From an optimization exercise on the open Yosys and OpenROAD flow, aimed at small area; shortcuts taken in it are not production practice. The RTL was checked by simulation tests, not by an equivalence proof against the original design.

== try-zinc ==
==> flow/design.v (excerpt) <==
module clmul_top (
    input  wire         clk,
    input  wire [63:0]  a,
    input  wire [63:0]  b,
    output wire [127:0] p
);
Settings: LEC_CHECK=0, CAP_MARGIN=20, CORE_MARGIN=2, CORE_UTILIZATION=60, CTS_BUF_LIST=sky130_fd_sc_hd__clkbuf_4, CTS_CLUSTER_DIAMETER=70, CTS_CLUSTER_SIZE=10, GPL_TIMING_DRIVEN=0, PLACE_DENSITY=0.8, SETUP_SLACK_MARGIN=0.4, SLEW_MARGIN=20; clock period 5.0 ns.
standard.sh (not shown) runs the stock make flow with config.mk's settings and CLKGATE_MAP_FILE= SYNTH_SCRIPT=/design/flow/synth_recipe.tcl, a recipe that flattens the netlist after the stock synthesis.
==> flow/flow/run.sh <==
#!/bin/bash
# Own flow: the standard synthesis script, except that the gates are mapped
# one to one onto sky130 cells (no ABC restructuring), inverters folded into
# XOR/XNOR gates, every gate at drive strength 1; then the standard layout
# with the ports buffered by buf_1 cells. Each tool's output goes to its own
# log here.
set -euo pipefail
W=$PWD
R=$W/orfs/results/$FLOW_PLATFORM/clmul_top/base
{ cat flow/synth_pre.tcl; sed '1s/-noshare /-noshare -noabc /' synth_recipe.tcl; } > my_synth.tcl
grep -q -- '-noshare -noabc' my_synth.tcl
sed "s#SYNTH_SCRIPT=[^ ]*#SYNTH_SCRIPT=$W/my_synth.tcl#" standard.sh > my_standard.sh
grep -q "SYNTH_SCRIPT=$W/my_synth.tcl" my_standard.sh
export FLOW_GATES_MAP=$W/flow/gates_map.v
bash my_standard.sh "$R/1_2_yosys.v" > synth.log 2>&1
python3 flow/absorb_inv.py "$R/1_2_yosys.v" "$W/absorbed.v" > absorb.log 2>&1
cp "$W/absorbed.v" "$R/1_2_yosys.v"
export BUFFER_PORTS_ARGS="-buffer_cell sky130_fd_sc_hd__buf_1"
bash my_standard.sh > layout.log 2>&1
Other scripts of this flow, unchanged in this note and not shown: flow/flow/absorb_inv.py, flow/flow/gates_map.v, flow/flow/synth_pre.tcl
Setup changes, try-zinc to try-tundra
Settings: changing SETUP_SLACK_MARGIN from 0.4 to 0.3.
-- flow/flow/run.sh --
<<< try-zinc, line 2
# Own flow: the standard synthesis script, except that the gates are mapped
# one to one onto sky130 cells (no ABC restructuring), inverters folded into
# XOR/XNOR gates, every gate at drive strength 1; then the standard layout
# with the ports buffered by buf_1 cells. Each tool's output goes to its own
# log here.
>>> try-tundra, line 2
<<< try-zinc, line 17
cp "$W/absorbed.v" "$R/1_2_yosys.v"
>>> try-tundra, line 12
python3 flow/skew_clk.py "$W/absorbed.v" "$W/skewed.v" sky130_fd_sc_hd__clkbuf_2 > skew.log 2>&1
cp "$W/skewed.v" "$R/1_2_yosys.v"
<<< try-zinc, line 19
>>> try-tundra, line 15
export CTS_ARGS="-sink_clustering_enable -repair_clock_nets -sink_clustering_size 8 -sink_clustering_max_diameter 70 -buf_list sky130_fd_sc_hd__clkbuf_8 -root_buf sky130_fd_sc_hd__clkbuf_16 -no_insertion_delay -dont_use_dummy_load"
==> flow/flow/skew_clk.py (new file) <==
#!/usr/bin/env python3
"""Clock the product registers (p_q) through one delay cell, so their clock
arrives a little after the operand registers' (a_q, b_q): useful skew for the
register-to-register paths through the multiplier. The paths from the inputs
and to the outputs are not helped by it (the output paths lose the skew).
Usage: skew_clk.py IN.v OUT.v CELL"""
import re, sys
src = open(sys.argv[1]).read()
cell = sys.argv[3]
pat = re.compile(r'(sky130_fd_sc_hd__dfxtp_\d+ \\p_q\[\d+\]\$_DFF_P_ \(\s*\.CLK\()clk(\))')
src, n = pat.subn(r'\1clk_skew\2', src)
assert n > 0
src, m = re.subn(r'^(\s*wire clk;\n)', r'\1  wire clk_skew;\n', src, count=1, flags=re.M)
assert m == 1
inst = '  %s clk_skew_dly (\n    .A(clk),\n    .X(clk_skew)\n  );\nendmodule' % cell
i = src.rindex('endmodule')
src = src[:i] + inst + src[i + len('endmodule'):]
open(sys.argv[2], 'w').write(src)
print('moved %d registers to the skewed clock through %s' % (n, cell))
### Flow results
- b_q[35] as the timing startpoint of the critical path was reported by try-zinc, and b_q[20] by try-tundra.
- Aggregate global-route resource usage up 0.81 points in try-tundra wrt try-zinc
- Worst setup slack: try-tundra vs try-zinc up 0.21 ns
- In the flow results for try-tundra and try-zinc, the footprint of the multi-input gates is larger on try-zinc.
Inputs modified between try-tundra and try-amber:
Settings: SETUP_SLACK_MARGIN: 0.3 -> 0.2.
-- flow/flow/run.sh --
<<< try-tundra, line 2
>>> try-amber, line 2
# Own flow: the standard synthesis script, except that the gates are mapped
# one to one onto sky130 cells (no ABC restructuring), inverters folded into
# XOR/XNOR gates, every gate at drive strength 1; then the standard layout
# with the ports buffered by buf_1 cells and no CTS dummy loads. Each tool's output goes to its own
# log here.
<<< try-tundra, line 12
python3 flow/skew_clk.py "$W/absorbed.v" "$W/skewed.v" sky130_fd_sc_hd__clkbuf_2 > skew.log 2>&1
cp "$W/skewed.v" "$R/1_2_yosys.v"
>>> try-amber, line 17
cp "$W/absorbed.v" "$R/1_2_yosys.v"
<<< try-tundra, line 15
export CTS_ARGS="-sink_clustering_enable -repair_clock_nets -sink_clustering_size 8 -sink_clustering_max_diameter 70 -buf_list sky130_fd_sc_hd__clkbuf_8 -root_buf sky130_fd_sc_hd__clkbuf_16 -no_insertion_delay -dont_use_dummy_load"
>>> try-amber, line 19
# CTS as ORFS runs it with the settings in config.mk, but without the dummy
# load cells that CTS adds to even out the leaf capacitances.
export CTS_ARGS="-sink_clustering_enable -repair_clock_nets -sink_clustering_size 10 -sink_clustering_max_diameter 70 -buf_list sky130_fd_sc_hd__clkbuf_4 -dont_use_dummy_load"
removed: flow/flow/skew_clk.py
try-amber finished every step from synthesis to the final layout, and the layout passed the timing, DRC and antenna checks.
Comparing try-tundra and try-amber, final clock skew is higher on try-tundra.
In the metrics for try-tundra and try-amber, the one carrying the higher clock-buffer cell count is try-tundra.
Via count normalized by instance count: try-amber vs try-tundra — no meaningful difference
In try-amber the met1 track demand over resource turned out 1.9 points lower than in try-tundra.
From try-tundra to try-amber the numbers moved as follows: global-route usage lost 1.0 points, maximum frequency lost 9.5%.
In try-amber the arrival time of data at the critical path endpoint turned out 0.12 ns higher than in try-tundra.
Per the comparison of try-amber with try-tundra, finished layout cell area closely matched the old numbers; routing usage on met3 increased by 0.45 points relative to the old numbers.
The inputs of try-harbor differ from those of try-amber as listed below.
Settings: changing SETUP_SLACK_MARGIN from 0.2 to 0.3.
==> flow/flow/run.sh <==
#!/bin/bash
set -euo pipefail
W=$PWD
R=$W/orfs/results/$FLOW_PLATFORM/clmul_top/base
{ cat flow/synth_pre.tcl; sed '1s/-noshare /-noshare -noabc /' synth_recipe.tcl; } > my_synth.tcl
grep -q -- '-noshare -noabc' my_synth.tcl
sed "s#SYNTH_SCRIPT=[^ ]*#SYNTH_SCRIPT=$W/my_synth.tcl#" standard.sh > my_standard.sh
grep -q "SYNTH_SCRIPT=$W/my_synth.tcl" my_standard.sh
export FLOW_GATES_MAP=$W/flow/gates_map.v
bash my_standard.sh "$R/1_2_yosys.v" > synth.log 2>&1
python3 flow/absorb_inv.py "$R/1_2_yosys.v" "$W/absorbed.v" > absorb.log 2>&1
python3 flow/skew_clk.py "$W/absorbed.v" "$W/skewed.v" sky130_fd_sc_hd__clkbuf_2 > skew.log 2>&1
cp "$W/skewed.v" "$R/1_2_yosys.v"
export BUFFER_PORTS_ARGS="-buffer_cell sky130_fd_sc_hd__buf_1"
export CTS_ARGS="-sink_clustering_enable -repair_clock_nets -sink_clustering_size 8 -sink_clustering_max_diameter 70 -buf_list sky130_fd_sc_hd__clkbuf_8 -root_buf sky130_fd_sc_hd__clkbuf_16 -no_insertion_delay -dont_use_dummy_load"
bash my_standard.sh > layout.log 2>&1
==> flow/flow/skew_clk.py (new file) <==
#!/usr/bin/env python3
"""Clock the product registers (p_q) through one delay cell, so their clock
arrives a little after the operand registers' (a_q, b_q): useful skew for the
register-to-register paths through the multiplier. The paths from the inputs
and to the outputs are not helped by it (the output paths lose the skew).
Usage: skew_clk.py IN.v OUT.v CELL"""
import re, sys
src = open(sys.argv[1]).read()
cell = sys.argv[3]
pat = re.compile(r'(sky130_fd_sc_hd__dfxtp_\d+ \\p_q\[\d+\]\$_DFF_P_ \(\s*\.CLK\()clk(\))')
src, n = pat.subn(r'\1clk_skew\2', src)
assert n > 0
src, m = re.subn(r'^(\s*wire clk;\n)', r'\1  wire clk_skew;\n', src, count=1, flags=re.M)
assert m == 1
inst = '  %s clk_skew_dly (\n    .A(clk),\n    .X(clk_skew)\n  );\nendmodule' % cell
i = src.rindex('endmodule')
src = src[:i] + inst + src[i + len('endmodule'):]
open(sys.argv[2], 'w').write(src)
print('moved %d registers to the skewed clock through %s' % (n, cell))
--- outcome ---
- Looking at try-harbor and try-amber, the synthesized cell count is a wash.
- The data required time of the critical path of try-harbor is higher than that of try-amber.
- Diff try-amber -> try-harbor: number of nets produced by synthesis closely matched the old numbers; minimum hold slack decreased by 0.082 ns relative to the old numbers.
- Final area across try-harbor and try-amber: no real change.
- Total global-route track usage for try-harbor: 1.0 points up relative to try-amber
- On via density per instance, try-harbor tracks try-amber almost exactly.
- Run comparison: try-harbor path class of the lowest-slack min-delay path reg2reg; try-amber path class of the lowest-slack min-delay path in2reg
- In the metrics for try-harbor and try-amber, the one carrying the higher final worst-path cycle share is try-amber.

[separate check: timing with driven ports]
In the flow no input, the clock included, has a driving cell. The finished layouts below were timed again as built, in two steps.
Step 1: set_driving_cell puts a clkbuf_16 on clk and a buf_2 on each other input, an assumption about the parent block.
Step 2, shift: input delay + t, output delay - t, t = (earliest + latest rising clock arrival at the registers) / 2. This alone moves slack from input paths to output paths.
a / b / c = ideal ports / drivers / drivers and shift; a / b = the first two.
| run | t (ns) | slack for setup (ns) | latest minus earliest clock arrival (ns) | slew at the worst register clock pin (ns) |
|---|---|---|---|---|
| try-zinc | 0.851 | 0.350 / 0.350 / 0.350 | 0.069 / 0.069 | 0.12 / 0.12 |
| try-tundra | 0.801 | 0.555 / 0.555 / 0.555 | 0.783 / 0.782 | 0.12 / 0.12 |
| try-amber | 0.839 | 0.086 / 0.086 / 0.086 | 0.123 / 0.123 | 0.12 / 0.12 |
| try-harbor | 0.801 | 0.555 / 0.555 / 0.555 | 0.783 / 0.782 | 0.12 / 0.12 |
In try-tundra and try-harbor the clock reaches the registers at very different times; t lies between them, and the last value is a rough guide only.
